What follows belongs to an exercise in optimizing a design on an open flow for small area; a production flow would make more cautious choices.
The RTL was checked by simulation tests, not by an equivalence proof against the original design.
Power is estimated from default activity; no workload was simulated.

==> flow/config.mk <==
export PLATFORM = sky130hd
export DESIGN_NAME = Processor
export DESIGN_NICKNAME = Processor
export VERILOG_FILES = /design/flow/design.v
export SDC_FILE = /design/flow/constraint.sdc
export NUM_CORES = 4
export LEC_CHECK = 0
export CAP_MARGIN = 20
export CORE_MARGIN = 2
export CORE_UTILIZATION = 40
export SETUP_SLACK_MARGIN = 0.05
export SLEW_MARGIN = 20
export SYNTH_HIERARCHICAL = 1
==> flow/constraint.sdc <==
create_clock -name core_clock -period 7.0 [get_ports {clk}]
set_input_delay 1.4000 -clock core_clock [delete_from_list [all_inputs] [get_ports {clk}]]
set_output_delay 1.4000 -clock core_clock [all_outputs]
set_load 0.01 [all_outputs]
==> flow/design.v <==
module g_aoi222(input a1, a2, b1, b2, c1, c2, output y); assign y = ~((a1 & a2) | (b1 & b2) | (c1 & c2)); endmodule
module g_nand2(input a, b, output y); assign y = ~(a & b); endmodule
module g_and3(input a, b, c, output y); assign y = a & b & c; endmodule
module g_nand3(input a, b, c, output y); assign y = ~(a & b & c); endmodule
module g_xor2(input a, b, output y); assign y = a ^ b; endmodule
module g_xnor2(input a, b, output y); assign y = ~(a ^ b); endmodule
module g_mux2i(input a0, a1, s, output y); assign y = ~(s ? a1 : a0); endmodule
module g_a21oi(input a1, a2, b1, output y); assign y = ~((a1 & a2) | b1); endmodule
module g_nand2b(input an, b, output y); assign y = ~(~an & b); endmodule
module g_fa(input a, b, c, output s, co); assign {co, s} = a + b + c; endmodule
module g_ha(input a, b, output s, co); assign {co, s} = a + b; endmodule
module g_a22o(input a1, a2, b1, b2, output y); assign y = (a1 & a2) | (b1 & b2); endmodule
module g_o21ai(input a1, a2, b1, output y); assign y = ~((a1 | a2) & b1); endmodule
module rdport #(parameter INVODD = 0) (input [7:1] sel, input [15:0] R1, R2, R3, R4, R5, R6, R7, output [15:0] D);
	genvar i;
	generate for (i = 0; i < 16; i = i + 1) begin : b
		wire x, y, z;
		g_aoi222 u0(sel[1], R1[i], sel[2], R2[i], sel[3], R3[i], x);
		g_aoi222 u1(sel[4], R4[i], sel[5], R5[i], sel[6], R6[i], y);
		g_nand2  u2(sel[7], R7[i], z);
		if (INVODD && (i % 2 == 1)) begin : n
			g_and3 u3(x, y, z, D[i]);
		end else begin : p
			g_nand3 u3(x, y, z, D[i]);
		end
	end endgenerate
endmodule
module alu(input [15:0] Ax, input [15:0] Bv, input [6:0] imm, input alusrc, input sub,
           output [15:0] S, output eq);
	wire nalusrc = ~alusrc;
	wire kk = alusrc & imm[6];
	wire [16:0] c;         
	assign c[0] = sub;
	wire [15:0] hx;        
	wire [16:0] cr;
	genvar i;
	generate for (i = 0; i < 16; i = i + 1) begin : b
		wire x, bn;        
		g_xor2 ux(Ax[i], sub, x);
		if (i < 6) begin : lo
			g_mux2i um(Bv[i], imm[i], alusrc, bn);
		end else begin : hi
			g_a21oi um(nalusrc, Bv[i], kk, bn);
		end
		g_xnor2 uh(x, bn, hx[i]);
		if (i % 2 == 0) begin : ev
			g_mux2i uc(Ax[i], c[i], hx[i], cr[i+1]);
		end else if (i != 7 && i != 11) begin : od
			g_mux2i uc(c[i], Ax[i], hx[i], cr[i+1]);
		end
		g_xor2 us(hx[i], c[i], S[i]);
		if (i != 7 && i != 11) begin : pass
			assign c[i+1] = cr[i+1];
		end
	end endgenerate
	generate for (i = 4; i < 12; i = i + 4) begin : la
		wire x1, x2, x3, G, P;
		g_nand2b ux1(hx[i], Ax[i], x1);           
		g_mux2i  ux2(x1, Ax[i+1], hx[i+1], x2);
		g_mux2i  ux3(Ax[i+2], x2, hx[i+2], x3);
		g_mux2i  ux4(x3, Ax[i+3], hx[i+3], G);
		assign P = hx[i] & ~hx[i+1] & hx[i+2] & ~hx[i+3];
		assign c[i+4] = G | (P & c[i]);
	end endgenerate
	assign eq = (&{hx[14], hx[12], hx[10], hx[8], hx[6], hx[4], hx[2], hx[0]}) &
	            ~(|{hx[15], hx[13], hx[11], hx[9], hx[7], hx[5], hx[3], hx[1]});
endmodule
module pcnext(input [15:0] PC, input rst, input taken, input [6:0] imm, output [15:0] nx);
	wire tk = taken & ~rst;
	wire ntk = ~taken & ~rst;
	wire [7:1] c;    
	wire [7:2] o;    
	wire [6:1] br, p2;
	assign nx[0] = ~rst & (PC[0] ^ (taken & imm[0]));
	assign c[1] = PC[0] | ~imm[0];
	assign p2[1] = ~PC[1];
	assign o[2] = PC[1];
	genvar i;
	generate for (i = 1; i < 7; i = i + 1) begin : lo
		g_fa f(PC[i], ~imm[i], c[i], br[i], c[i+1]);
		if (i > 1) begin : h
			g_ha h(PC[i], o[i], p2[i], o[i+1]);
		end
		g_a22o m(tk, br[i], ntk, p2[i], nx[i]);
	end endgenerate
	wire selInc = ~rst & (taken ? (c[7] & imm[6]) : o[7]);
	wire selDec = ~rst & taken & ~c[7] & ~imm[6];
	wire [16:8] O, Z;      
	assign O[8] = PC[7];
	assign Z[8] = ~PC[7];
	assign nx[7] = PC[7] ^ ((rst & PC[7]) | selInc | selDec);
	generate for (i = 8; i < 16; i = i + 1) begin : hi
		wire fn;
		if (i < 15) begin : ch
			assign O[i+1] = O[i] & PC[i];
			assign Z[i+1] = Z[i] & ~PC[i];
		end
		g_aoi222 a(rst, PC[i], selInc, O[i], selDec, Z[i], fn);
		g_xnor2 x(PC[i], fn, nx[i]);
	end endgenerate
endmodule
module Processor(clk, sw, Led, imem_addr, imem_data, dmem_addr, dmem_wdata, dmem_we, dmem_re, dmem_rdata);
input clk;
input [7:0] sw;
output [7:0] Led;
output [15:0] imem_addr;
input [15:0] imem_data;
output [15:0] dmem_addr;
output [15:0] dmem_wdata;
output dmem_we;
output dmem_re;
input [15:0] dmem_rdata;
	reg reset;
	always @(posedge clk) reset <= ~sw[0];
	wire [2:0] op = imem_data[15:13];
	wire [2:0] rs = imem_data[12:10];
	wire [2:0] rt = imem_data[9:7];
	wire [2:0] rd = imem_data[6:4];
	wire [15:0] imm = {{9{imem_data[6]}}, imem_data[6:0]};
	wire is_rr    = (op == 3'd0) | (op == 3'd6);           
	wire alusrc   = (op == 3'd1) | (op == 3'd2) | (op == 3'd3) | (op == 3'd5);
	wire sub      = (op == 3'd4) | (op == 3'd5) | (op == 3'd6);
	wire memread  = (op == 3'd2);
	wire memwrite = (op == 3'd3);
	wire branch   = (op == 3'd4);
	wire regwrite = is_rr | (op == 3'd1) | (op == 3'd2) | (op == 3'd5);
	wire [2:0] waddr = is_rr ? rd : rt;
	reg [15:0] R1, R2, R3, R4, R5, R6, R7;
	wire [7:1] ss, st;
	genvar j;
	generate for (j = 1; j < 8; j = j + 1) begin : dec
		assign ss[j] = ~reset & (rs == j);
		assign st[j] = ~reset & (rt == j);
	end endgenerate
	wire [15:0] A, Bv;
	rdport #(.INVODD(1)) pa(.sel(ss), .R1(R1), .R2(R2), .R3(R3), .R4(R4), .R5(R5), .R6(R6), .R7(R7), .D(A));
	rdport pb(.sel(st), .R1(R1), .R2(R2), .R3(R3), .R4(R4), .R5(R5), .R6(R6), .R7(R7), .D(Bv));
	wire [15:0] sum;
	wire eq;
	alu ualu(.Ax(A), .Bv(Bv), .imm(imem_data[6:0]), .alusrc(alusrc), .sub(sub), .S(sum), .eq(eq));
	wire taken = branch & ~eq;    
	assign dmem_addr  = sum;
	assign dmem_wdata = Bv;
	assign dmem_we    = memwrite;
	assign dmem_re    = memread;
	wire [15:0] wb = memread ? dmem_rdata : sum;
	always @(posedge clk) begin
		if (regwrite && waddr == 3'd1) R1 <= wb;
		if (regwrite && waddr == 3'd2) R2 <= wb;
		if (regwrite && waddr == 3'd3) R3 <= wb;
		if (regwrite && waddr == 3'd4) R4 <= wb;
		if (regwrite && waddr == 3'd5) R5 <= wb;
		if (regwrite && waddr == 3'd6) R6 <= wb;
		if (regwrite && waddr == 3'd7) R7 <= wb;
	end
	reg [15:0] PC;
	wire [15:0] PCn;
	pcnext upc(.PC(PC), .rst(reset), .taken(taken), .imm(imem_data[6:0]), .nx(PCn));
	always @(posedge clk) PC <= PCn;
	assign imem_addr = PC;
	wire l1 = sw[1];
	wire l2 = ~sw[1] & sw[2];
	wire l3 = ~sw[1] & ~sw[2] & sw[3];
	wire l4 = ~sw[1] & ~sw[2] & ~sw[3] & sw[4];
	generate for (j = 0; j < 8; j = j + 1) begin : led
		wire x, y;
		g_aoi222 u0(l1, R1[j], l2, R2[j], l3, R3[j], x);
		g_nand2  u1(l4, R4[j], y);
		g_nand2  u2(x, y, Led[j]);
	end endgenerate
endmodule
==> flow/flow/run.sh <==
#!/bin/bash
# Standard ORFS layout with two changes: ports are buffered with buf_1 cells
# instead of the default delay-buffer cells, and CTS inserts no dummy loads.
set -euo pipefail
export BUFFER_PORTS_ARGS="-buffer_cell sky130_fd_sc_hd__buf_1"
export CTS_ARGS="-sink_clustering_enable -repair_clock_nets -dont_use_dummy_load -buf_list sky130_fd_sc_hd__clkbuf_8 -root_buf sky130_fd_sc_hd__clkbuf_8 -sink_clustering_size 40 -sink_clustering_max_diameter 200"
bash standard.sh finish > flow.log 2>&1
==> flow/standard.sh <==
#!/bin/bash
# synth_recipe.tcl (not shown) runs the flow's synth.tcl, then flattens the netlist and writes it again
# the make line also repeats each setting of config.mk as NAME=value (left out here)
make -C /OpenROAD-flow-scripts/flow DESIGN_CONFIG=/design/flow/config.mk WORK_HOME=/design/flow/orfs CLKGATE_MAP_FILE= SYNTH_SCRIPT=/design/flow/synth_recipe.tcl "${@:-finish}"
==> results.toml, run 1 <==
[setup_path]
startpoint = "imem_data[11]"
worstSetupEndpoint = "dmem_addr[15]"
path_class = "primary input to primary output"
max_stage_delay_ps = 330
worst-path-max-fanout = 15
path_common_cell = "mux2i_1"
r2r-end = "PC[12]$_DFF_P_"
r2r-start = "reset$_DFF_P_"
crit_arrival_ps = 5410
start_kind = "primary input"
cp_num_cells = 18
cp-end-kind = "primary output"
r2r.worst_path.cells = 15
critical-path-top-delay-family = "multiplexers"
crit_chain = "buf_1 > nand2b_1 > nor2_1 > buf_4 > a222oi_1 > and3_1 > xor2_1 > xnor2_2 > mux2i_2 > mux2i_1 > mux2i_1 > a21o_1 > a41o_1 > mux2i_2 > mux2i_1 > mux2i_1 > xor2_1 > buf_1"
slowest_stage = "buf_4"
cp.required_ps = 5600
r2r_setup_slack_ps = 1770
path_buf_inv = 3

[logic_synthesis]
postSynthNetCount = 581
synth_area_leaders = "edfxtp_1 (49%), a222oi_1 (12%), dfxtp_1 (5.0%), xor2_1 (4.4%), mux2i_1 (3.7%)"
synth_compound_area_frac = 0.158
ys_seq_area_frac = 0.541
synthFlopType = "edfxtp_1"
synth_common_cells = "edfxtp_1 (112), a222oi_1 (80), nand2_1 (52)"
netlist_instances = 529
avgSynthCellArea_um2 = 12.9
ys_warn_count = 7
synth.ff_latch_count = 129
ys_types = 54
synth_fa_ha_area_frac = 0.0267
yosys.area_share.simple = 0.121
async_flop_share = 0
synthMuxAreaShare = 0.0629
synthDominantCellAreaShare = 0.491
synthMostInstantiatedCell = "edfxtp_1"
netlist_area_um2 = 6840
synth_top_area_cell = "edfxtp_1"
synth-xor-area-share = 0.0782
synth_edf_count = 112
synth_top_family_by_area = "compound AO/OA/AOI/OAI gates"

[timing]
period_share = 0.973
slew_headroom = 0.298
skew_ps = 34.2
fin_crit_ps = 6810
worst_slack_ps = 189
hold_viol_final = 0
slew_viol_final = 0
tns_ps = 0
tightest_slew_ps = 1040
finalSetupViolations = 0
fmax_ghz = 0.147

[cells_and_area]
instances_no_fill = 891
postLayoutCoreUtil = 0.484
final_area_um2 = 8060
n_antenna_cell = 0
drive_gt1_frac = 0.171
syn_to_final_growth_pct = 17.7
fin_nets = 725

[routing]
dr.pass1.iters = 7
vias = 5584
routed_wl_mm = 22.0
ant_nets = 0
routed_via_density = 6.27
post-route-drc-count = 0
drt_iter0_drc = 742
wl_per_cell_um = 24.6

[floorplanning]
ios = 99
die_y_um = 135
die_w_um = 135
fp-row-count = 47
core-area_um2 = 16600
initial_core_util = 0.411
die_area_um2 = 18200

[global_routing]
grt_pass1_wl_mm = 31.7
antenna_found_initial = 0
grt_pass1_vias = 5549
grt_max_degree = 20
gr-total-overflow = 0
grt_usage = 0.239

[clock_network]
cts_buffers = 17
clk_latency_ps = 440
cts_root_buf = "clkbuf_8"
cts_tree = "yes"
cts.path.max_buffers = 2
cts_hold_repair.buffers = 0
clk_pin_slew_ps = 60
cts.sinks = 129
cts.htree.levels = 4

[power]
vdd_drop_max_v = 0.000139
p_per_area_nw_per_um2 = 267
leakagePower_nw = 2.78

[status]
status = "finished clean"

[placement]
dp_cells = 869
dp_hpwl_mm = 13.7
portBuffers = 95
place_congestion = 0.855
post-place-ws_ps = 145
placed_area_um2 = 7730

[min_path]
hp-class = "register to register"

[run]
drv_cap = 0
-- registers in the layout, indices dropped and copies added (netlist names) --
signal,cells
R3,16
R4,16
R7,16
R6,16
reset,1
R5,16
PC,16
R2,16
R1,16
-- layout make-up --
cell class                 count  area, um^2
inverter                      12        45.0
timing repair buffer         131         628
multi-input combinational    382        3170
clock buffer                  17         234
tap                          220         275
sequential                   129        3700
fill                        1494        8590
-- layer usage --
metal	vias up	wire, um	global-route usage
met5	-	0	0
met3	49	2010	0.0559
met2	307	10900	0.402
met4	0	590	0.103
met1	2748	8500	0.294
li1	2480	-	-
-- worst min-delay path by stage --
stage	startpoint	to	slack, ps	depth (start not counted)
6_report	PC[15]$_DFF_P_	PC[15]$_DFF_P_	490	1
3_3_place_gp	PC[15]$_DFF_P_	PC[15]$_DFF_P_	460	1
2_1_floorplan	PC[15]$_DFF_P_	PC[15]$_DFF_P_	490	1
3_5_place_dp	PC[15]$_DFF_P_	PC[15]$_DFF_P_	480	1
5_1_grt	PC[15]$_DFF_P_	PC[15]$_DFF_P_	500	1
4_1_cts	PC[15]$_DFF_P_	PC[15]$_DFF_P_	490	1
-- placed cells by master, fill, tap and decap left out, types with 3 or more instances in the layout --
cell	instances
buf_1	94
a21oi_2	10
fa_1	6
ha_1	5
nand3_1	27
nor2_1	15
mux2i_2	5
a22oi_1	6
a222oi_1	80
nand2_1	52
buf_4	36
xnor2_2	3
and3_1	9
inv_1	12
dfxtp_1	17
clkbuf_8	17
o21ai_0	4
edfxtp_1	112
xnor2_1	21
nor2b_1	3
mux2_2	16
xor2_1	33
mux2i_1	20
nor3_2	8
a22o_1	6
nand2b_1	11
nor3_1	4
-- timing repair --
action,in CTS,in global routing
gates resized for setup,0,11
endpoints found under the hold margin,0,0
setup endpoints to repair,0,2
setup buffers,0,5
-- Yosys stat by module (local to each module, per instance), a selection --
| module | flops+latches | cells | cell area (um^2) | times used |
|---|---|---|---|---|
| g_fa | 0 | 1 | 20.0 | 6 |
| g_a22o | 0 | 1 | 8.76 | 6 |
| g_a21oi | 0 | 1 | 8.76 | 10 |
| g_nand2b | 0 | 1 | 6.26 | 2 |
| g_nand3 | 0 | 1 | 5.00 | 24 |
| Processor | 129 | 207 | 4300 | 1 |
| pcnext | 0 | 40 | 249 | 1 |
| g_xor2 | 0 | 1 | 8.76 | 32 |
| alu | 0 | 12 | 72.6 | 1 |
| g_aoi222 | 0 | 1 | 10.0 | 80 |
| g_and3 | 0 | 1 | 6.26 | 8 |
| g_mux2i | 0 | 1 | 10.0 | 25 |
| g_xnor2 | 0 | 1 | 8.76 | 24 |
| g_nand2 | 0 | 1 | 3.75 | 48 |
| g_ha | 0 | 1 | 12.5 | 5 |
-- cell families after synthesis --
logic type | after synthesis
flip-flops | 129
XOR/XNOR | 59
AO/OA/AOI/OAI | 116
multiplexers | 41
buffers and inverters | 18
adder cells (fa/ha/maj) | 11
AND/OR/NAND/NOR | 155
-- worst reg2reg max path, cell delays in order, from the launching register on --
cell and delay, ps:
dfxtp_1 560, nand2b_1 250, nor2_1 100, buf_4 240, a222oi_1 340, and3_1 270
xor2_1 100, xnor2_1 430, and4bb_1 320, nand4_1 180, nor3_1 100, nor4b_1 850
nand2b_1 220, nor3_1 740, a222oi_1 240, xnor2_1 190
-- stage by stage --
step,total power (W),hold slack [ps]
after CTS,0.00214,491
after detailed placement,0.00169,476
after floorplan,0.00147,488
after global routing,0.00225,502
after global placement,0.00167,461
final,0.00215,488
-- power by group --
group	leakage (nW)	internal, W	total [W]	switching (W)
Sequential	1.16	0.000997	0.00107	0.0000701
Combinational	1.49	0.000246	0.000636	0.000390
Clock	0.122	0.000213	0.000451	0.000239
==> run 2, diff against run 1 <==
==> flow/flow/run.sh (replaced) <==
#!/bin/bash
# Standard ORFS layout with two changes: ports are buffered with buf_1 cells
# instead of the default delay-buffer cells, and CTS inserts no dummy loads.
set -euo pipefail
export BUFFER_PORTS_ARGS="-buffer_cell sky130_fd_sc_hd__buf_1"
export CTS_ARGS="-repair_clock_nets -dont_use_dummy_load -buf_list sky130_fd_sc_hd__clkbuf_8 -root_buf sky130_fd_sc_hd__clkbuf_8"
bash standard.sh finish > flow.log 2>&1
==> results.toml, run 2 <==
[logic_synthesis]
yosys.area_share.simple = 0.121
ys_types = 54
synthMostInstantiatedCell = "edfxtp_1"
synthDominantCellAreaShare = 0.491
postSynthNetCount = 581
synth_common_cells = "edfxtp_1 (112), a222oi_1 (80), nand2_1 (52)"
synthFlopType = "edfxtp_1"
synth_top_family_by_area = "compound AO/OA/AOI/OAI gates"
synth_compound_area_frac = 0.158
netlist_instances = 529
ys_seq_area_frac = 0.541
avgSynthCellArea_um2 = 12.9
synth-xor-area-share = 0.0782
async_flop_share = 0
netlist_area_um2 = 6840
ys_warn_count = 7
synth_top_area_cell = "edfxtp_1"
synth.ff_latch_count = 129
synth_area_leaders = "edfxtp_1 (49%), a222oi_1 (12%), dfxtp_1 (5.0%), xor2_1 (4.4%), mux2i_1 (3.7%)"
synth_fa_ha_area_frac = 0.0267
synth_edf_count = 112
synthMuxAreaShare = 0.0629

[timing]
period_share = 0.973
slew_headroom = 0.298
fin_crit_ps = 6810
hold_slack_ps = 488
skew_ps = 34.2
hold_viol_final = 0
slew_viol_final = 0
finalSetupViolations = 0
tightest_slew_ps = 1040
fmax_ghz = 0.147
tns_ps = 0

[power]
vdd_drop_max_v = 0.000139
fin_total_pwr_w = 0.00215
leakagePower_nw = 2.78
p_per_area_nw_per_um2 = 267

[setup_path]
critical-path-top-delay-family = "multiplexers"
worst-path-max-fanout = 15
crit_arrival_ps = 5410
path_common_cell = "mux2i_1"
max_stage_delay_ps = 330
start_kind = "primary input"
cp-end-kind = "primary output"
slowest_stage = "buf_4"
path_class = "primary input to primary output"
cp.required_ps = 5600
crit_chain = "buf_1 > nand2b_1 > nor2_1 > buf_4 > a222oi_1 > and3_1 > xor2_1 > xnor2_2 > mux2i_2 > mux2i_1 > mux2i_1 > a21o_1 > a41o_1 > mux2i_2 > mux2i_1 > mux2i_1 > xor2_1 > buf_1"
path_buf_inv = 3

[placement]
dp_cells = 869
portBuffers = 95
dp_hpwl_mm = 13.7
place_congestion = 0.855

[cells_and_area]
fin_nets = 725
fillerInstances = 1494
multi_input_area_um2 = 3170
final_common_cell = "edfxtp_1"
instances_no_fill = 891
n_antenna_cell = 0
syn_to_final_growth_pct = 17.7
seq_area_um2 = 3700
drive_gt1_frac = 0.171
final_cell_mix = "edfxtp_1 (112), buf_1 (94), a222oi_1 (80)"

[run]
drv_cap = 0

[global_routing]
grt_pass1_vias = 5549
grt_pass1_wl_mm = 31.7
grt_max_degree = 20
gr-total-overflow = 0
antenna_found_initial = 0
grt_usage = 0.239

[clock_network]
cts.path.max_buffers = 2
cts_root_buf = "clkbuf_8"
cts.sinks = 129
clk_pin_slew_ps = 60
cts_buffers = 17
clk_latency_ps = 440
cts_tree = "yes"
cts_hold_repair.buffers = 0
cts.htree.levels = 4

[routing]
drt_iter0_drc = 742
ant_nets = 0
routed_wl_mm = 22.0
routed_via_density = 6.27
vias = 5584
wl_per_cell_um = 24.6
post-route-drc-count = 0
dr.pass1.iters = 7

[min_path]
hp-class = "register to register"

[floorplanning]
die_area_um2 = 18200
fp-row-count = 47
die_w_um = 135
ios = 99
initial_core_util = 0.411
core-area_um2 = 16600
die_y_um = 135

[status]
status = "finished clean"
run 2: Yosys stat by module (local to each module, per instance), excerpt:
module    area (um^2)  cells  copies in the design
g_fa             20.0      1                     6
g_a21oi          8.76      1                    10
g_nand2          3.75      1                    48
g_xnor2          8.76      1                    24
alu              72.6     12                     1
g_nand2b         6.26      1                     2
run 2: repair_timing:
item,in CTS,in global routing
resized for setup,0,11
buffers inserted,0,5
setup endpoints to repair,0,2
endpoints found under the hold margin,0,0
run 2: cell type report:
class,count,area share
sequential,129,0.460
clock buffer,17,0.0290
multi-input combinational,382,0.393
timing repair buffer,131,0.0780
tap,220,0.0342
inverter,12,0.00559
run 2: worst paths after layout:
kind | endpoint | slack (ps) | cells past startpoint | from
hold reg to reg | PC[15]$_DFF_P_ | 490 | 1 | PC[15]$_DFF_P_
setup / recovery | dmem_addr[15] | 190 | 18 | imem_data[11]
hold / removal | PC[15]$_DFF_P_ | 490 | 1 | PC[15]$_DFF_P_
setup reg to reg | PC[12]$_DFF_P_ | 1770 | 15 | reset$_DFF_P_
run 2: stage by stage:
| step | area [um^2] | utilization | setup slack, ps |
|---|---|---|---|
| 2_1_floorplan | 6840 | - | 377 |
| 3_3_place_gp | 7730 | 0.465 | 202 |
| 3_5_place_dp | 7730 | 0.465 | 145 |
| 4_1_cts | 7970 | 0.479 | 120 |
| 5_1_grt | 8060 | 0.484 | -32.3 |
| 6_report | 8060 | 0.484 | 189 |
run 2: layer usage:
layer / share of wire / GRT usage
met5: 0 / 0
met4: 0.027 / 0.103
met3: 0.091 / 0.0559
met2: 0.49 / 0.402
met1: 0.39 / 0.294
run 2: logic make-up (layout without fill, tap and decap cells):
group | Yosys count | after routing
XOR/XNOR | 59 | 59
adder cells (fa/ha/maj) | 11 | 11
flip-flops | 129 | 129
multiplexers | 41 | 41
AND/OR/NAND/NOR | 155 | 155
buffers and inverters | 18 | 160
AO/OA/AOI/OAI | 116 | 116
run 2: power breakdown:
group | leakage, nW | total, W | switching, W | internal, W
Combinational | 1.49 | 0.000636 | 0.000390 | 0.000246
Sequential | 1.16 | 0.00107 | 0.0000701 | 0.000997
Clock | 0.122 | 0.000451 | 0.000239 | 0.000213
Total | 2.78 | 0.00215 | 0.000698 | 0.00146
==> run 3, diff against run 2 <==
==> flow/flow/run.sh (replaced) <==
#!/bin/bash
# Standard ORFS layout with two changes: ports are buffered with buf_1 cells
# instead of the default delay-buffer cells, and CTS inserts no dummy loads.
set -euo pipefail
export BUFFER_PORTS_ARGS="-buffer_cell sky130_fd_sc_hd__buf_1"
export CTS_ARGS="-sink_clustering_enable -repair_clock_nets -dont_use_dummy_load -buf_list sky130_fd_sc_hd__clkbuf_8 -root_buf sky130_fd_sc_hd__clkbuf_8 -sink_clustering_size 25"
export GPL_KEEP_OVERFLOW=0
bash standard.sh finish > flow.log 2>&1
==> results.toml, run 3 <==
[global_routing]
grt_pass1_wl_mm = 33.2
gr-total-overflow = 0
grt_pass1_vias = 5696
grt_max_degree = 23
antenna_found_initial = 0
grt_usage = 0.248

[cells_and_area]
fin_nets = 737
final_common_cell = "edfxtp_1"
syn_to_final_growth_pct = 23.1
final_area_um2 = 8420
instances_no_fill = 903
n_antenna_cell = 0
final_cell_mix = "edfxtp_1 (112), buf_1 (88), a222oi_1 (80)"
drive_gt1_frac = 0.221

[logic_synthesis]
ys_types = 54
synth.ff_latch_count = 129
ys_warn_count = 7
avgSynthCellArea_um2 = 12.9
async_flop_share = 0
netlist_area_um2 = 6840
ys_seq_area_frac = 0.541
synthDominantCellAreaShare = 0.491
synthFlopType = "edfxtp_1"
synthMostInstantiatedCell = "edfxtp_1"
synth_common_cells = "edfxtp_1 (112), a222oi_1 (80), nand2_1 (52)"
synth_top_area_cell = "edfxtp_1"
postSynthNetCount = 581
synth_area_leaders = "edfxtp_1 (49%), a222oi_1 (12%), dfxtp_1 (5.0%), xor2_1 (4.4%), mux2i_1 (3.7%)"
netlist_instances = 529
synth_edf_count = 112

[placement]
dp_cells = 871
place_congestion = 0.820
placed_area_um2 = 7910
portBuffers = 95
post-place-ws_ps = -554
dp_hpwl_mm = 16.1

[timing]
slew_headroom = 0.266
period_share = 0.978
slew_viol_final = 0
worst_slack_ps = 152
fmax_ghz = 0.146
hold_viol_final = 0
finalSetupViolations = 0
skew_ps = 31.9
grt_setup_unrepaired = "true"
fin_crit_ps = 6850
tightest_slew_ps = 1100
tns_ps = 0

[setup_path]
path_class = "primary input to primary output"
worst-path-max-fanout = 6
start_kind = "primary input"
cp.required_ps = 5600
cp-end-kind = "primary output"
crit_arrival_ps = 5450

[floorplanning]
die_y_um = 135
core-area_um2 = 16600
ios = 99
initial_core_util = 0.411
die_area_um2 = 18200
die_w_um = 135
fp-row-count = 47

[clock_network]
cts_root_buf = "clkbuf_8"
cts.htree.levels = 4
cts_buffers = 17
cts.path.max_buffers = 2
cts.sinks = 129
clk_pin_slew_ps = 80
clk_latency_ps = 450
cts_tree = "yes"

[routing]
ant_nets = 0
routed_via_density = 6.35
drt_iter0_drc = 936
post-route-drc-count = 0
vias = 5732
routed_wl_mm = 22.4
wl_per_cell_um = 24.8
dr.pass1.iters = 8

[power]
vdd_drop_max_v = 0.000131
p_per_area_nw_per_um2 = 260
leakagePower_nw = 2.91

[run]
drv_cap = 0

[status]
status = "finished clean"

[min_path]
hp-class = "register to register"
[run 3: final timing paths]
path | depth (start not counted) | end | from | slack, ps
min reg2reg | 1 | PC[15]$_DFF_P_ | PC[15]$_DFF_P_ | 490
max reg2reg | 15 | PC[15]$_DFF_P_ | reset$_DFF_P_ | 1830
max | 20 | dmem_addr[15] | imem_data[9] | 150
min | 1 | PC[15]$_DFF_P_ | PC[15]$_DFF_P_ | 490
[run 3: kinds of logic (layout without fill, tap and decap cells)]
group | after synthesis | after routing | share of synthesized area
and+or+nand+nor | 155 | 155 | 0.121
DFF | 129 | 129 | 0.541
AOI/OAI and AO/OA | 116 | 116 | 0.158
xor gates and xnor gates | 59 | 59 | 0.0782
muxes | 41 | 41 | 0.0629
buffers and inverters | 18 | 172 | 0.0119
adders and majority gates | 11 | 11 | 0.0267
[run 3: layer usage]
| layer | vias to the layer above | global-route usage | wire length (um) |
|---|---|---|---|
| met4 | 0 | 0.107 | 619 |
| met5 | - | 0 | 0 |
| met2 | 375 | 0.416 | 11000 |
| met3 | 50 | 0.0593 | 2480 |
| li1 | 2510 | - | - |
| met1 | 2797 | 0.306 | 8290 |
[run 3: metrics by stage]
step / total power (W) / hold slack [ps] / utilization
final: 0.00219 / 494 / 0.506
after detailed placement: 0.00169 / 480 / 0.476
after floorplan: 0.00147 / 488 / -
after CTS: 0.00217 / 494 / 0.498
after global placement: 0.00165 / 459 / 0.447
after global routing: 0.00228 / 534 / 0.506
[run 3: repair_timing]
| action | CTS | global route |
|---|---|---|
| hold buffers | 0 | 0 |
| resized for setup | 21 | 17 |
| pin swaps | 1 | 8 |
| setup buffers | 5 | 11 |
| endpoints found under the setup margin | 6 | 4 |
| hold endpoints to repair | 0 | 0 |
[run 3: Yosys stat by module (local to each module, per instance), excerpt]
module | cells inside | cell area [um^2] | flops+latches
alu | 12 | 72.6 | 0
g_a22o | 1 | 8.76 | 0
g_fa | 1 | 20.0 | 0
g_ha | 1 | 12.5 | 0
g_xor2 | 1 | 8.76 | 0
g_mux2i | 1 | 10.0 | 0
g_xnor2 | 1 | 8.76 | 0
g_and3 | 1 | 6.26 | 0
Processor | 207 | 4300 | 129
[run 3: power breakdown]
group / switching [W] / leakage [nW] / internal (W) / total, W
registers: 0.0000719 / 1.16 / 0.000997 / 0.00107
logic: 0.000401 / 1.63 / 0.000262 / 0.000663
clock network: 0.000248 / 0.122 / 0.000213 / 0.000461
[run 3: critical path, stage by stage]
cell      delay (ps)
clkbuf_2         170
nand2b_2         200
nor3_4            80
buf_4            210
a222oi_1         380
nand3_1          180
mux2i_1          260
xnor2_2          180
mux2i_2          320
mux2i_1          140
mux2i_1          170
buf_4            160
mux2i_4           90
a21o_1           250
a41o_1           290
mux2i_2          200
mux2i_1          130
mux2i_1          180
xor2_1           260
buf_2            180
[run 3: layout make-up]
| type | count | area (um^2) |
|---|---|---|
| fillers | 1465 | 8220 |
| flip-flops and latches | 129 | 3700 |
| multi-input cells | 382 | 3320 |
| repair buffers | 143 | 840 |
| well taps | 220 | 275 |
| clock buffers | 17 | 234 |
| inverters | 12 | 48.8 |
==> run 4, diff against run 3 <==
--- a/flow/flow/run.sh
+++ b/flow/flow/run.sh
@@ -6,3 +6,2 @@
 export CTS_ARGS="-sink_clustering_enable -repair_clock_nets -dont_use_dummy_load -buf_list sky130_fd_sc_hd__clkbuf_8 -root_buf sky130_fd_sc_hd__clkbuf_8 -sink_clustering_size 25"
-export GPL_KEEP_OVERFLOW=0
 bash standard.sh finish > flow.log 2>&1
--- a/flow/config.mk
+++ b/flow/config.mk
@@ -9,3 +9,3 @@
 export CORE_MARGIN = 2
-export CORE_UTILIZATION = 40
+export CORE_UTILIZATION = 50
 export SETUP_SLACK_MARGIN = 0.05
==> results.toml, run 4 <==
[timing]
fin_crit_ps = 6750
fmax_ghz = 0.148
hold_viol_final = 0
skew_ps = 35.1
period_share = 0.965
grt_setup_unrepaired = "false"
tns_ps = 0
slew_viol_final = 0
tightest_slew_ps = 1110
finalSetupViolations = 0
slew_headroom = 0.256

[power]
leakagePower_nw = 2.76
vdd_drop_max_v = 0.000144
p_per_area_nw_per_um2 = 269

[setup_path]
crit_arrival_ps = 5350
cp.required_ps = 5600
cp-end-kind = "primary output"
r2r_setup_slack_ps = 1860
worst-path-max-fanout = 8
start_kind = "primary input"
r2r.worst_path.cells = 15
path_class = "primary input to primary output"

[cells_and_area]
final_common_cell = "edfxtp_1"
drive_gt1_frac = 0.163
postLayoutCoreUtil = 0.599
final_area_um2 = 7960
syn_to_final_growth_pct = 16.3
n_antenna_cell = 0
final_cell_mix = "edfxtp_1 (112), buf_1 (93), a222oi_1 (80)"
multi_input_area_um2 = 3150
fillerInstances = 1118
fin_nets = 722
seq_area_um2 = 3700

[clock_network]
cts_tree = "yes"
cts.htree.levels = 4
cts_hold_repair.buffers = 0
cts_buffers = 17
cts_root_buf = "clkbuf_8"
cts.path.max_buffers = 2
clk_pin_slew_ps = 60
clk_latency_ps = 450
cts.sinks = 129

[placement]
placed_area_um2 = 7680
portBuffers = 95
place_congestion = 0.889
dp_hpwl_mm = 14.1

[routing]
dr.pass1.iters = 9
routed_via_density = 6.73
wl_per_cell_um = 25.9
drt_iter0_drc = 998
post-route-drc-count = 0
ant_nets = 0
vias = 5676
routed.top_layer = "met4"
dr_wl_met2_mm = 10.0
drt-met1-wl_mm = 8.88
dr_wl_met3_mm = 2.32
routed_wl_mm = 21.8

[logic_synthesis]
ys_types = 54
netlist_instances = 529
netlist_area_um2 = 6840
synth.ff_latch_count = 129
synthFlopType = "edfxtp_1"
synth_area_leaders = "edfxtp_1 (49%), a222oi_1 (12%), dfxtp_1 (5.0%), xor2_1 (4.4%), mux2i_1 (3.7%)"
postSynthNetCount = 581
async_flop_share = 0
synth_common_cells = "edfxtp_1 (112), a222oi_1 (80), nand2_1 (52)"
synthDominantCellAreaShare = 0.491
ys_warn_count = 7
avgSynthCellArea_um2 = 12.9
synth_edf_count = 112
ys_seq_area_frac = 0.541
synth_top_area_cell = "edfxtp_1"
synthMostInstantiatedCell = "edfxtp_1"

[floorplanning]
die_w_um = 121
die_y_um = 121
fp-row-count = 42
die_area_um2 = 14600
initial_core_util = 0.515
core-area_um2 = 13300
ios = 99

[global_routing]
antenna_found_initial = 0
grt_usage = 0.300
grt_pass1_vias = 5328
grt_max_degree = 18
grt_pass1_wl_mm = 31.6
gr-total-overflow = 0

[status]
status = "finished clean"

[run]
drv_cap = 0

[min_path]
min_path_cells = 1
hp-class = "register to register"
## run 4: path summary, 6_finish.rpt
path | start | endpoint
setup / recovery | imem_data[8] | dmem_addr[15]
hold / removal | PC[15]$_DFF_P_ | PC[15]$_DFF_P_
setup reg to reg | reset$_DFF_P_ | PC[8]$_DFF_P_
hold reg to reg | PC[15]$_DFF_P_ | PC[15]$_DFF_P_
## run 4: per-module statistics from Yosys (local to each module, per instance), excerpt
module     area, um^2  cells inside
g_xor2           8.76             1
g_nand3          5.00             1
g_a21oi          8.76             1
g_xnor2          8.76             1
g_and3           6.26             1
pcnext            249            40
Processor        4300           207
## run 4: critical path: stages
cell	delay, ps
buf_1	200
nand2b_1	220
nor2_1	90
a222oi_1	330
nand3_1	260
mux2i_2	270
xnor2_2	200
mux2i_2	290
mux2i_1	140
mux2i_1	280
mux2i_2	180
a21o_1	240
a41o_1	290
mux2i_2	220
mux2i_1	150
mux2i_1	200
xor2_1	210
buf_1	170
## run 4: cell type report
type | instances | area share
sequential | 129 | 0.465
multi-input combinational | 382 | 0.396
timing repair buffer | 128 | 0.0762
clock buffer | 17 | 0.0294
tap | 176 | 0.0277
inverter | 12 | 0.00566
## run 4: metal layers
metal	vias to the layer above	GRT usage
met1	2793	0.420
met2	349	0.458
met4	0	0.125
met5	-	0
li1	2477	-
met3	57	0.0578
## run 4: cells by family after synthesis
family                   count (synthesis)  share of synthesized area
AND/OR/NAND/NOR                        155                      0.121
flip-flops                             129                      0.541
AO/OA/AOI/OAI                          116                      0.158
XOR/XNOR                                59                     0.0782
multiplexers                            41                     0.0629
buffers and inverters                   18                     0.0119
adder cells (fa/ha/maj)                 11                     0.0267
## run 4: power by group
group          switching (W)  internal [W]
Combinational       0.000385      0.000234
Clock               0.000241      0.000213
Sequential         0.0000708      0.000997
## run 4: stage by stage
step	total power, W	hold WS (ps)	instances	worst slack (ps)
after detailed placement	0.00169	468	826	194
after CTS	0.00213	480	843	191
final	0.00214	481	844	246
after floorplan	0.00147	488	529	377
after global routing	0.00224	520	844	46.9
after global placement	0.00167	460	826	317
## run 4: timing repair
item                       in CTS  in global routing
gates resized for setup         0                  8
setup endpoints to repair       0                  1
setup buffers                   0                  1
==> run 5, diff against run 4 <==
--- a/flow/config.mk
+++ b/flow/config.mk
@@ -9,3 +9,3 @@
 export CORE_MARGIN = 2
-export CORE_UTILIZATION = 50
+export CORE_UTILIZATION = 55
 export SETUP_SLACK_MARGIN = 0.05
==> results.toml, run 5 <==
[status]
status = "finished clean"

[timing]
grt_setup_unrepaired = "false"
hold_viol_final = 0
fmax_ghz = 0.149
slew_headroom = 0.329
tns_ps = 0
tightest_slew_ps = 999
fin_crit_ps = 6730
finalSetupViolations = 0
slew_viol_final = 0
period_share = 0.961
skew_ps = 27.6

[setup_path]
cp-end-kind = "primary output"
crit_chain = "buf_1 > nand2b_1 > nor3_2 > a222oi_1 > nand3_1 > mux2i_2 > xnor2_2 > mux2i_1 > mux2i_1 > mux2i_1 > mux2i_2 > a21o_1 > a41o_1 > mux2i_1 > mux2i_1 > mux2i_1 > xor2_1 > buf_1"
r2r_setup_slack_ps = 1950
start_kind = "primary input"
r2r-end = "PC[14]$_DFF_P_"
slowest_stage = "a222oi_1"
path_class = "primary input to primary output"
r2r.worst_path.cells = 15
worst-path-max-fanout = 6
max_stage_delay_ps = 330
r2r-start = "reset$_DFF_P_"
path_buf_inv = 2
cp.required_ps = 5600
critical-path-top-delay-family = "multiplexers"
path_common_cell = "mux2i_1"
crit_arrival_ps = 5330

[clock_network]
cts_tree = "yes"
clk_pin_slew_ps = 60
cts.sinks = 129
cts_buffers = 17
cts.path.max_buffers = 2
cts_hold_repair.buffers = 0
clk_latency_ps = 460
cts_root_buf = "clkbuf_8"
cts.htree.levels = 4

[routing]
ant_nets = 0
routed_via_density = 6.78
dr.pass1.iters = 10
vias = 5672
routed_wl_mm = 21.2
wl_per_cell_um = 25.4
drt_iter0_drc = 870
post-route-drc-count = 0

[floorplanning]
die_w_um = 116
die_area_um2 = 13400
die_y_um = 116
core-area_um2 = 12100
ios = 99
fp-row-count = 40
initial_core_util = 0.567

[logic_synthesis]
synthDominantCellAreaShare = 0.491
synth.ff_latch_count = 129
ys_seq_area_frac = 0.541
async_flop_share = 0
synth_common_cells = "edfxtp_1 (112), a222oi_1 (80), nand2_1 (52)"
synth_edf_count = 112
synth_area_leaders = "edfxtp_1 (49%), a222oi_1 (12%), dfxtp_1 (5.0%), xor2_1 (4.4%), mux2i_1 (3.7%)"
ys_warn_count = 7
synthFlopType = "edfxtp_1"
netlist_area_um2 = 6840
synth_top_area_cell = "edfxtp_1"
ys_types = 54
netlist_instances = 529
postSynthNetCount = 581
synthMostInstantiatedCell = "edfxtp_1"
avgSynthCellArea_um2 = 12.9

[placement]
dp_hpwl_mm = 13.7
placed_area_um2 = 7660
portBuffers = 95
place_congestion = 0.850

[global_routing]
use_met2 = 0.485
gr-total-overflow = 0
met1_usage = 0.453
grt_pass1_wl_mm = 30.8
grt.busiest_layer = "met2"
use_met3 = 0.0748
grt_pass1_vias = 5314
grt_max_degree = 18
antenna_found_initial = 0
grt_usage = 0.322

[cells_and_area]
final_area_um2 = 7920
drive_gt1_frac = 0.157
final_cell_mix = "edfxtp_1 (112), buf_1 (92), a222oi_1 (80)"
n_antenna_cell = 0
final_common_cell = "edfxtp_1"
fin_nets = 722
syn_to_final_growth_pct = 15.8

[min_path]
min_to = "PC[15]$_DFF_P_"
min_path_cells = 1
hp-class = "register to register"
min-delay-start = "PC[15]$_DFF_P_"

[power]
leakagePower_nw = 2.76
vdd_drop_max_v = 0.000166
p_per_area_nw_per_um2 = 270

[run]
drv_cap = 0
-- run 5: cell counts after synthesis --
No cell type changed its count.
-- run 5: through the flow --
step                power [W]  std cells  setup slack (ps)  hold WS [ps]   util
CTS                   0.00213        835               255           483  0.655
floorplan             0.00147        529               377           488      -
detailed placement    0.00169        818               253           472  0.635
global placement      0.00166        818               301           463  0.635
finish                0.00214        836               275           478  0.657
global route          0.00223        836              51.3           502  0.657
-- run 5: cell families after synthesis --
family	Yosys count	share of synthesized area
simple gates	155	0.121
flops	129	0.541
compound gates	116	0.158
xor+xnor	59	0.0782
mux	41	0.0629
buf+inv	18	0.0119
fa+ha+maj	11	0.0267
-- run 5: metal layers --
layer	share of wire	routed length (um)
met1	0.40	8490
met2	0.45	9530
met3	0.12	2650
met4	0.027	571
met5	0	0
-- run 5: timing repair --
action                     in CTS  in global routing
resized for setup               0                  6
buffers inserted                0                  1
setup endpoints to repair       0                  1
-- run 5: worst max-delay path by stage --
stage	startpoint	cells past startpoint	endpoint
finish	imem_data[9]	18	dmem_addr[15]
global route	imem_data[9]	18	dmem_addr[15]
CTS	imem_data[10]	18	dmem_addr[15]
detailed placement	imem_data[10]	18	dmem_addr[15]
global placement	imem_data[7]	18	dmem_addr[15]
floorplan	imem_data[9]	16	dmem_addr[15]
-- run 5: where the power goes --
| part | total [W] | leakage (nW) | internal (W) | switching [W] |
|---|---|---|---|---|
| Clock | 0.000452 | 0.122 | 0.000213 | 0.000240 |
| Sequential | 0.00107 | 1.16 | 0.000997 | 0.0000728 |
| Combinational | 0.000619 | 1.48 | 0.000232 | 0.000387 |
| Total | 0.00214 | 2.76 | 0.00144 | 0.000699 |
-- run 5: cell type report --
type                            instances  area (um^2)
Inverter                               12         45.0
Clock buffer                           17          234
Timing Repair Buffer                  128          608
Multi-Input combinational cell        382         3120
Sequential cell                       129         3700
Fill cell                             955         4140
Tap cell                              168          210
-- run 5: worst reg2reg max path: cells and delay by family, from the launching register on --
family / cells / cell delay (ps)
flops: 1 / 520
xor+xnor: 3 / 670
simple gates: 9 / 2900
compound gates: 2 / 610
buf+inv: 1 / 230
-- run 5: Yosys stat by module (local to each module, per instance), a selection --
| module | cells | copies in the design | flip-flops and latches | cell area [um^2] |
|---|---|---|---|---|
| Processor | 207 | 1 | 129 | 4300 |
| alu | 12 | 1 | 0 | 72.6 |
| g_a21oi | 1 | 10 | 0 | 8.76 |
| g_a22o | 1 | 6 | 0 | 8.76 |
| g_and3 | 1 | 8 | 0 | 6.26 |
| g_aoi222 | 1 | 80 | 0 | 10.0 |
| g_fa | 1 | 6 | 0 | 20.0 |
| g_ha | 1 | 5 | 0 | 12.5 |
| g_mux2i | 1 | 25 | 0 | 10.0 |
| g_nand2 | 1 | 48 | 0 | 3.75 |
| g_nand2b | 1 | 2 | 0 | 6.26 |
| g_nand3 | 1 | 24 | 0 | 5.00 |
| g_xnor2 | 1 | 24 | 0 | 8.76 |
| g_xor2 | 1 | 32 | 0 | 8.76 |
| pcnext | 40 | 1 | 0 | 249 |
==> run 6, diff against run 5 <==
--- a/flow/config.mk
+++ b/flow/config.mk
@@ -9,3 +9,3 @@
 export CORE_MARGIN = 2
-export CORE_UTILIZATION = 55
+export CORE_UTILIZATION = 40
 export SETUP_SLACK_MARGIN = 0.05
==> results.toml, run 6 <==
[power]
vdd_drop_max_v = 0.000139
p_sw_w = 0.000698
pwr-share-clk = 0.210
p_seq_frac = 0.495
internal_power_w = 0.00146
power_frac_comb = 0.295
p_sw_frac = 0.324
p_per_area_nw_per_um2 = 267
leakagePower_nw = 2.78

[cells_and_area]
n_antenna_cell = 0
final_common_cell = "edfxtp_1"
final_cell_mix = "edfxtp_1 (112), buf_1 (94), a222oi_1 (80)"
drive_gt1_frac = 0.171
postLayoutCoreUtil = 0.484
final_area_um2 = 8060
fin_nets = 725
syn_to_final_growth_pct = 17.7

[run]
drv_cap = 0

[logic_synthesis]
synth_top_area_cell = "edfxtp_1"
ys_warn_count = 7
synth.ff_latch_count = 129
ys_types = 54
synth_edf_count = 112
ys_seq_area_frac = 0.541
synthFlopType = "edfxtp_1"
avgSynthCellArea_um2 = 12.9
netlist_area_um2 = 6840
synth_common_cells = "edfxtp_1 (112), a222oi_1 (80), nand2_1 (52)"
async_flop_share = 0
netlist_instances = 529
synth_area_leaders = "edfxtp_1 (49%), a222oi_1 (12%), dfxtp_1 (5.0%), xor2_1 (4.4%), mux2i_1 (3.7%)"
postSynthNetCount = 581
synthDominantCellAreaShare = 0.491
synthMostInstantiatedCell = "edfxtp_1"

[global_routing]
grt_max_degree = 20
grt_pass1_wl_mm = 31.7
gr-total-overflow = 0
grt_pass1_vias = 5549
grt_usage = 0.239
antenna_found_initial = 0

[floorplanning]
die_y_um = 135
core-area_um2 = 16600
die_w_um = 135
initial_core_util = 0.411
die_area_um2 = 18200
ios = 99
fp-row-count = 47

[setup_path]
crit_arrival_ps = 5410
start_kind = "primary input"
crit_chain = "buf_1 > nand2b_1 > nor2_1 > buf_4 > a222oi_1 > and3_1 > xor2_1 > xnor2_2 > mux2i_2 > mux2i_1 > mux2i_1 > a21o_1 > a41o_1 > mux2i_2 > mux2i_1 > mux2i_1 > xor2_1 > buf_1"
cp-end-kind = "primary output"
worst-path-max-fanout = 15
path_class = "primary input to primary output"
slowest_stage = "buf_4"
path_common_cell = "mux2i_1"
path_buf_inv = 3
max_stage_delay_ps = 330
cp.required_ps = 5600
critical-path-top-delay-family = "multiplexers"

[placement]
post-place-ws_ps = 145
place_congestion = 0.855
dp_hpwl_mm = 13.7
portBuffers = 95
placed_area_um2 = 7730

[timing]
hold_viol_final = 0
skew_ps = 34.2
tns_ps = 0
worst_slack_ps = 189
tightest_slew_ps = 1040
slew_viol_final = 0
slew_headroom = 0.298
period_share = 0.973
finalSetupViolations = 0
fmax_ghz = 0.147
fin_crit_ps = 6810

[routing]
wl_per_cell_um = 24.6
routed_wl_mm = 22.0
routed_via_density = 6.27
vias = 5584
dr.pass1.iters = 7
post-route-drc-count = 0
drt_iter0_drc = 742
ant_nets = 0

[clock_network]
cts.htree.levels = 4
cts_root_buf = "clkbuf_8"
cts_buffers = 17
clk_latency_ps = 440
cts_hold_repair.buffers = 0
clk_pin_slew_ps = 60
cts.path.max_buffers = 2
cts_tree = "yes"
cts.sinks = 129

[min_path]
hp-class = "register to register"

[status]
status = "finished clean"
run 6: cell counts after synthesis:
No cell type changed its count.
run 6: per-layer routing:
| layer | global-route usage | vias up | routed length, um |
|---|---|---|---|
| met3 | 0.0559 | 49 | 2010 |
| met4 | 0.103 | 0 | 590 |
| met1 | 0.294 | 2748 | 8500 |
| met2 | 0.402 | 307 | 10900 |
| met5 | 0 | - | 0 |
| li1 | - | 2480 | - |
run 6: stage by stage:
stage                     hold slack (ps)  cells  power (W)
final                                 488    891    0.00215
after global routing                  502    891    0.00225
after CTS                             491    886    0.00214
after detailed placement              476    869    0.00169
after global placement                461    869    0.00167
after floorplan                       488    529    0.00147
run 6: power by group through the flow:
stage / logic, W / clock network [W] / registers (W)
global placement: 0.000593 / 0 / 0.00107
detailed placement: 0.000611 / 0 / 0.00108
CTS: 0.000613 / 0.000463 / 0.00107
finish: 0.000636 / 0.000451 / 0.00107
global route: 0.000688 / 0.000489 / 0.00108
floorplan: 0.000389 / 0 / 0.00108
run 6: per-module statistics from Yosys (local to each module, per instance), excerpt:
module | cells | copies in the design | area [um^2]
alu | 12 | 1 | 72.6
g_and3 | 1 | 8 | 6.26
g_fa | 1 | 6 | 20.0
g_ha | 1 | 5 | 12.5
g_mux2i | 1 | 25 | 10.0
g_nand2b | 1 | 2 | 6.26
pcnext | 40 | 1 | 249
run 6: cell type report:
class	count	area, um^2
inverters	12	45.0
clock buffers	17	234
flip-flops and latches	129	3700
well taps	220	275
multi-input cells	382	3170
fillers	1494	8590
repair buffers	131	628
run 6: worst paths after layout:
| path | start | to | slack, ps | cells after the start |
|---|---|---|---|---|
| setup / recovery | imem_data[11] | dmem_addr[15] | 190 | 18 |
| hold / removal | PC[15]$_DFF_P_ | PC[15]$_DFF_P_ | 490 | 1 |
| setup reg to reg | reset$_DFF_P_ | PC[12]$_DFF_P_ | 1770 | 15 |
| hold reg to reg | PC[15]$_DFF_P_ | PC[15]$_DFF_P_ | 490 | 1 |
run 6: logic make-up (layout without fill, tap and decap cells):
group / count (synthesis) / in the layout / share of synthesized area
buffers and inverters: 18 / 160 / 0.0119
AOI/OAI and AO/OA: 116 / 116 / 0.158
and+or+nand+nor: 155 / 155 / 0.121
muxes: 41 / 41 / 0.0629
adders and majority gates: 11 / 11 / 0.0267
xor gates and xnor gates: 59 / 59 / 0.0782
DFF: 129 / 129 / 0.541
run 6: what timing repair did:
action                                 4_1_cts  5_1_grt
resized for setup                            0       11
buffers inserted                             0        5
endpoints found under the hold margin        0        0
setup endpoints to repair                    0        2
==> run 7, diff against run 6 <==
--- a/flow/config.mk
+++ b/flow/config.mk
@@ -7,3 +7,3 @@
 export LEC_CHECK = 0
-export CAP_MARGIN = 20
+export CAP_MARGIN = 5
 export CORE_MARGIN = 2
@@ -11,3 +11,3 @@
 export SETUP_SLACK_MARGIN = 0.05
-export SLEW_MARGIN = 20
+export SLEW_MARGIN = 5
 export SYNTH_HIERARCHICAL = 1
==> results.toml, run 7 <==
[setup_path]
r2r-start = "reset$_DFF_P_"
worst-path-max-fanout = 15
startpoint = "imem_data[11]"
cp-end-kind = "primary output"
r2r_setup_slack_ps = 1770
start_kind = "primary input"
cp.required_ps = 5600
path_class = "primary input to primary output"
crit_arrival_ps = 5410

[routing]
routed_via_density = 6.27
ant_nets = 0
dr.pass1.iters = 7
routed_wl_mm = 22.0
wl_per_cell_um = 24.6
post-route-drc-count = 0
drt_iter0_drc = 742
vias = 5584

[global_routing]
grt_pass1_vias = 5549
grt_usage = 0.239
grt_max_degree = 20
antenna_found_initial = 0
gr-total-overflow = 0
grt_pass1_wl_mm = 31.7

[power]
leakagePower_nw = 2.78
p_seq_frac = 0.495
internal_power_w = 0.00146
pwr-share-clk = 0.210
p_per_area_nw_per_um2 = 267
vdd_drop_max_v = 0.000139
power_frac_comb = 0.295
p_sw_w = 0.000698
fin_total_pwr_w = 0.00215
p_sw_frac = 0.324

[timing]
slew_viol_final = 0
tightest_slew_ps = 1040
slew_headroom = 0.298
hold_viol_final = 0
finalSetupViolations = 0
fmax_ghz = 0.147
fin_crit_ps = 6810
period_share = 0.973
worst_slack_ps = 189
skew_ps = 34.2

[logic_synthesis]
synth_common_cells = "edfxtp_1 (112), a222oi_1 (80), nand2_1 (52)"
synthDominantCellAreaShare = 0.491
postSynthNetCount = 581
avgSynthCellArea_um2 = 12.9
netlist_instances = 529
synthFlopType = "edfxtp_1"
synth_area_leaders = "edfxtp_1 (49%), a222oi_1 (12%), dfxtp_1 (5.0%), xor2_1 (4.4%), mux2i_1 (3.7%)"
synth_top_area_cell = "edfxtp_1"
synthMostInstantiatedCell = "edfxtp_1"
ys_types = 54
ys_warn_count = 7
synth.ff_latch_count = 129
async_flop_share = 0
synth_edf_count = 112
netlist_area_um2 = 6840
ys_seq_area_frac = 0.541

[cells_and_area]
drive_gt1_frac = 0.171
syn_to_final_growth_pct = 17.7
final_common_cell = "edfxtp_1"
final_cell_mix = "edfxtp_1 (112), buf_1 (94), a222oi_1 (80)"
instances_no_fill = 891
fin_nets = 725
n_antenna_cell = 0
fillerInstances = 1494

[floorplanning]
core-area_um2 = 16600
die_w_um = 135
initial_core_util = 0.411
ios = 99
die_y_um = 135
die_area_um2 = 18200
fp-row-count = 47

[placement]
portBuffers = 95
place_congestion = 0.855
dp_cells = 869
dp_hpwl_mm = 13.7
post-place-ws_ps = 145

[clock_network]
clk_latency_ps = 440
cts.htree.levels = 4
clk_pin_slew_ps = 60
cts_root_buf = "clkbuf_8"
cts.path.max_buffers = 2
cts_buffers = 17
cts.sinks = 129
cts_tree = "yes"

[min_path]
min-delay-start = "PC[15]$_DFF_P_"
hp-class = "register to register"

[status]
status = "finished clean"

[run]
drv_cap = 0
[run 7: cell counts after synthesis]
No cell type changed its count.
[run 7: per-module statistics from Yosys, one instance, submodules excluded, a selection]
module | area (um^2) | times used | flip-flops and latches | cells
g_aoi222 | 10.0 | 80 | 0 | 1
g_mux2i | 10.0 | 25 | 0 | 1
g_a21oi | 8.76 | 10 | 0 | 1
g_nand2 | 3.75 | 48 | 0 | 1
g_a22o | 8.76 | 6 | 0 | 1
Processor | 4300 | 1 | 129 | 207
alu | 72.6 | 1 | 0 | 12
g_fa | 20.0 | 6 | 0 | 1
pcnext | 249 | 1 | 0 | 40
g_xor2 | 8.76 | 32 | 0 | 1
g_ha | 12.5 | 5 | 0 | 1
g_and3 | 6.26 | 8 | 0 | 1
g_nand2b | 6.26 | 2 | 0 | 1
g_nand3 | 5.00 | 24 | 0 | 1
g_xnor2 | 8.76 | 24 | 0 | 1
[run 7: per-layer routing]
| metal | vias to the layer above | track usage | part of all wire | wire (um) |
|---|---|---|---|---|
| met5 | - | 0 | 0 | 0 |
| met4 | 0 | 0.103 | 0.027 | 590 |
| met3 | 49 | 0.0559 | 0.091 | 2010 |
| met2 | 307 | 0.402 | 0.49 | 10900 |
| met1 | 2748 | 0.294 | 0.39 | 8500 |
| li1 | 2480 | - | - | - |
[run 7: path summary, 6_finish.rpt]
kind / end / cells past startpoint
worst min-delay path: PC[15]$_DFF_P_ / 1
worst max register to register: PC[12]$_DFF_P_ / 15
worst min register to register: PC[15]$_DFF_P_ / 1
worst max-delay path: dmem_addr[15] / 18
[run 7: logic make-up after synthesis]
kind of cell / count (synthesis) / share of synthesized area
flip-flops: 129 / 0.541
buffers and inverters: 18 / 0.0119
multiplexers: 41 / 0.0629
AO/OA/AOI/OAI: 116 / 0.158
adder cells (fa/ha/maj): 11 / 0.0267
XOR/XNOR: 59 / 0.0782
AND/OR/NAND/NOR: 155 / 0.121
[run 7: area by class of cell]
cell class | instances | area [um^2] | area share
inverter | 12 | 45.0 | 0.00559
clock buffer | 17 | 234 | 0.0290
multi-input combinational | 382 | 3170 | 0.393
timing repair buffer | 131 | 628 | 0.0780
sequential | 129 | 3700 | 0.460
tap | 220 | 275 | 0.0342
[run 7: what timing repair did]
item,in CTS,in global routing
endpoints found under the hold margin,0,0
setup endpoints to repair,0,2
setup buffers,0,5
hold buffers,0,0
gates resized for setup,0,11
[run 7: power by group through the flow]
stage	Clock, W	Sequential (W)	Combinational [W]
2_1_floorplan	0	0.00108	0.000389
3_3_place_gp	0	0.00107	0.000593
3_5_place_dp	0	0.00108	0.000611
4_1_cts	0.000463	0.00107	0.000613
5_1_grt	0.000489	0.00108	0.000688
6_report	0.000451	0.00107	0.000636
[run 7: worst max-delay path, stage by stage]
cell      delay, ps
buf_1           210
nand2b_1        160
nor2_1          220
buf_4           330
a222oi_1        140
and3_1          210
xor2_1          180
xnor2_2         290
mux2i_2         300
mux2i_1         190
mux2i_1         320
a21o_1          230
a41o_1          260
mux2i_2         110
mux2i_1         250
mux2i_1         140
xor2_1          270
buf_1           190
[run 7: per-stage QoR]
step / setup TNS [ps] / util / hold WS, ps / area (um^2)
global route: -32.3 / 0.484 / 502 / 8060
floorplan: 0 / - / 488 / 6840
global placement: 0 / 0.465 / 461 / 7730
finish: 0 / 0.484 / 488 / 8060
detailed placement: 0 / 0.465 / 476 / 7730
CTS: 0 / 0.479 / 491 / 7970
==> run 8, diff against run 7 <==
--- a/flow/config.mk
+++ b/flow/config.mk
@@ -7,7 +7,7 @@
 export LEC_CHECK = 0
-export CAP_MARGIN = 5
+export CAP_MARGIN = 20
 export CORE_MARGIN = 2
-export CORE_UTILIZATION = 40
-export SETUP_SLACK_MARGIN = 0.05
-export SLEW_MARGIN = 5
+export CORE_UTILIZATION = 50
+export SETUP_SLACK_MARGIN = 0.0
+export SLEW_MARGIN = 20
 export SYNTH_HIERARCHICAL = 1
==> results.toml, run 8 <==
[status]
status = "finished clean"

[floorplanning]
fp-row-count = 42
core-area_um2 = 13300
ios = 99
die_area_um2 = 14600
die_w_um = 121
die_y_um = 121
initial_core_util = 0.515

[clock_network]
clk_pin_slew_ps = 60
cts_buffers = 17
cts_root_buf = "clkbuf_8"
cts.sinks = 129
cts_hold_repair.buffers = 0
clk_latency_ps = 450
cts-resized-gates = 0
cts_tree = "yes"
cts.htree.levels = 4
cts_setup_buffers = 0
cts.path.max_buffers = 2

[logic_synthesis]
synth_top_area_cell = "edfxtp_1"
netlist_instances = 529
ys_types = 54
synthMostInstantiatedCell = "edfxtp_1"
synthFlopType = "edfxtp_1"
synthDominantCellAreaShare = 0.491
async_flop_share = 0
postSynthNetCount = 581
synth_area_leaders = "edfxtp_1 (49%), a222oi_1 (12%), dfxtp_1 (5.0%), xor2_1 (4.4%), mux2i_1 (3.7%)"
synth_common_cells = "edfxtp_1 (112), a222oi_1 (80), nand2_1 (52)"
avgSynthCellArea_um2 = 12.9
netlist_area_um2 = 6840
ys_seq_area_frac = 0.541
synth_edf_count = 112
synth.ff_latch_count = 129
ys_warn_count = 7

[min_path]
min_path_cells = 1
hp-class = "register to register"

[global_routing]
grt_usage = 0.300
grt_pass1_wl_mm = 31.6
antenna_found_initial = 0
gr-total-overflow = 0
grt_pass1_vias = 5328
grt_max_degree = 18

[timing]
slew_viol_final = 0
hold_slack_ps = 479
finalSetupViolations = 0
tightest_slew_ps = 1000
worst_slack_ps = 207
slew_headroom = 0.327
fmax_ghz = 0.147
fin_crit_ps = 6790
skew_ps = 34.5
tns_ps = 0
period_share = 0.970
grt_setup_unrepaired = "false"
hold_viol_final = 0

[routing]
drt_iter0_drc = 981
wl_per_cell_um = 25.8
routed_via_density = 6.73
post-route-drc-count = 0
ant_nets = 0
dr.pass1.iters = 9
routed_wl_mm = 21.8
vias = 5677

[cells_and_area]
final_cell_mix = "edfxtp_1 (112), buf_1 (93), a222oi_1 (80)"
final_common_cell = "edfxtp_1"
final_area_um2 = 7950
fin_nets = 721
seq_area_um2 = 3700
drive_gt1_frac = 0.162
n_antenna_cell = 0
multi_input_area_um2 = 3150
syn_to_final_growth_pct = 16.2
fillerInstances = 1118

[setup_path]
crit_arrival_ps = 5390
cp.required_ps = 5600
worst-path-max-fanout = 8
r2r.worst_path.cells = 15
start_kind = "primary input"
cp-end-kind = "primary output"
path_class = "primary input to primary output"

[placement]
placed_area_um2 = 7680
portBuffers = 95
dp_hpwl_mm = 14.1
place_congestion = 0.889
post-place-ws_ps = 194

[power]
p_per_area_nw_per_um2 = 269
vdd_drop_max_v = 0.000144
leakagePower_nw = 2.76

[run]
drv_cap = 0
## run 8: cell counts after synthesis
No cell type changed its count.
## run 8: kinds of logic after synthesis
group,synth area share
buffers and inverters,0.0119
XOR/XNOR,0.0782
AO/OA/AOI/OAI,0.158
adder cells (fa/ha/maj),0.0267
AND/OR/NAND/NOR,0.121
flip-flops,0.541
multiplexers,0.0629
## run 8: final timing paths
path	start	slack, ps	end
min reg2reg	PC[15]$_DFF_P_	480	PC[15]$_DFF_P_
max reg2reg	reset$_DFF_P_	1870	PC[8]$_DFF_P_
max	imem_data[8]	210	dmem_addr[15]
min	PC[15]$_DFF_P_	480	PC[15]$_DFF_P_
## run 8: through the flow
step,cells,power (W),utilization
finish,843,0.00214,0.598
global route,843,0.00224,0.598
detailed placement,826,0.00169,0.578
CTS,843,0.00213,0.596
global placement,826,0.00167,0.578
floorplan,529,0.00147,-
## run 8: final cells by class
class                      instances  share of cell area
tap                              176              0.0277
inverter                          12             0.00566
timing repair buffer             127              0.0754
clock buffer                      17              0.0294
sequential                       129               0.466
multi-input combinational        382               0.396
## run 8: report_power, final
group	switching, W	leakage [nW]	internal, W
clock	0.000240	0.122	0.000213
combinational	0.000386	1.47	0.000233
sequential	0.0000709	1.16	0.000997
total	0.000697	2.76	0.00144
## run 8: worst max-delay path, cell delays in order
cell and delay [ps]:
buf_1 200, nand2b_1 220, nor2_1 90, a222oi_1 330
nand3_1 270, mux2i_2 280, xnor2_2 200, mux2i_2 300
mux2i_1 140, mux2i_1 280, mux2i_2 170, a21o_1 240
a41o_1 290, mux2i_2 220, mux2i_1 150, mux2i_1 220
xor2_1 210, buf_1 170
## run 8: modules after synthesis (local to each module, per instance), a selection
module	cells inside	flops+latches	cell area (um^2)	times used
pcnext	40	0	249	1
g_fa	1	0	20.0	6
g_nand3	1	0	5.00	24
g_ha	1	0	12.5	5
g_xnor2	1	0	8.76	24
Processor	207	129	4300	1
g_a22o	1	0	8.76	6
g_aoi222	1	0	10.0	80
g_and3	1	0	6.26	8
g_mux2i	1	0	10.0	25
## run 8: layer usage
metal	vias up	routed length [um]	GRT usage
met3	54	2200	0.0578
met1	2813	8970	0.420
met2	331	9990	0.458
met5	-	0	0
met4	0	593	0.125
li1	2479	-	-

-- static timing again, ports no longer ideal --
The results above use ideal ports. As a check the final layouts listed here were re-extracted and re-timed, cells and wires unchanged.
Step 1 (the two cells are an assumption about what drives the block):
set clk [get_ports {clk}]
set_driving_cell -lib_cell sky130_fd_sc_hd__clkbuf_16 $clk
set_driving_cell -lib_cell sky130_fd_sc_hd__buf_2 [delete_from_list [all_inputs] $clk]
Step 2, shift: input delay + t, output delay - t, t = (earliest + latest rising clock arrival at the registers) / 2. This alone moves slack from input paths to output paths.
a / b / c = no drivers / after step 1 / after step 2; a / b = the first two.
| run | t (ns) | setup WS [ns] | worst setup path after step 2 | worst register clock-pin slew, ns | cell pins on the clock port's net |
|---|---|---|---|---|---|
| run 1 | 0.461 | 0.189 / 0.167 / 0.167 | input to output | 0.08 / 0.08 | 1 |
| run 2 | 0.461 | 0.189 / 0.167 / 0.167 | input to output | 0.08 / 0.08 | 1 |
| run 3 | 0.468 | 0.152 / 0.121 / 0.121 | input to output | 0.08 / 0.08 | 1 |
| run 4 | 0.468 | 0.246 / 0.226 / 0.226 | input to output | 0.07 / 0.07 | 1 |
| run 5 | 0.481 | 0.275 / 0.246 / 0.246 | input to output | 0.08 / 0.08 | 1 |
| run 6 | 0.461 | 0.189 / 0.167 / 0.167 | input to output | 0.08 / 0.08 | 1 |
| run 7 | 0.461 | 0.189 / 0.167 / 0.167 | input to output | 0.08 / 0.08 | 1 |
| run 8 | 0.467 | 0.207 / 0.187 / 0.187 | input to output | 0.07 / 0.07 | 1 |
After both steps every run listed still meets setup and hold. For run 3, which loses most, drivers alone change the setup slack by -0.031 ns; drivers and shift together by -0.031 ns.
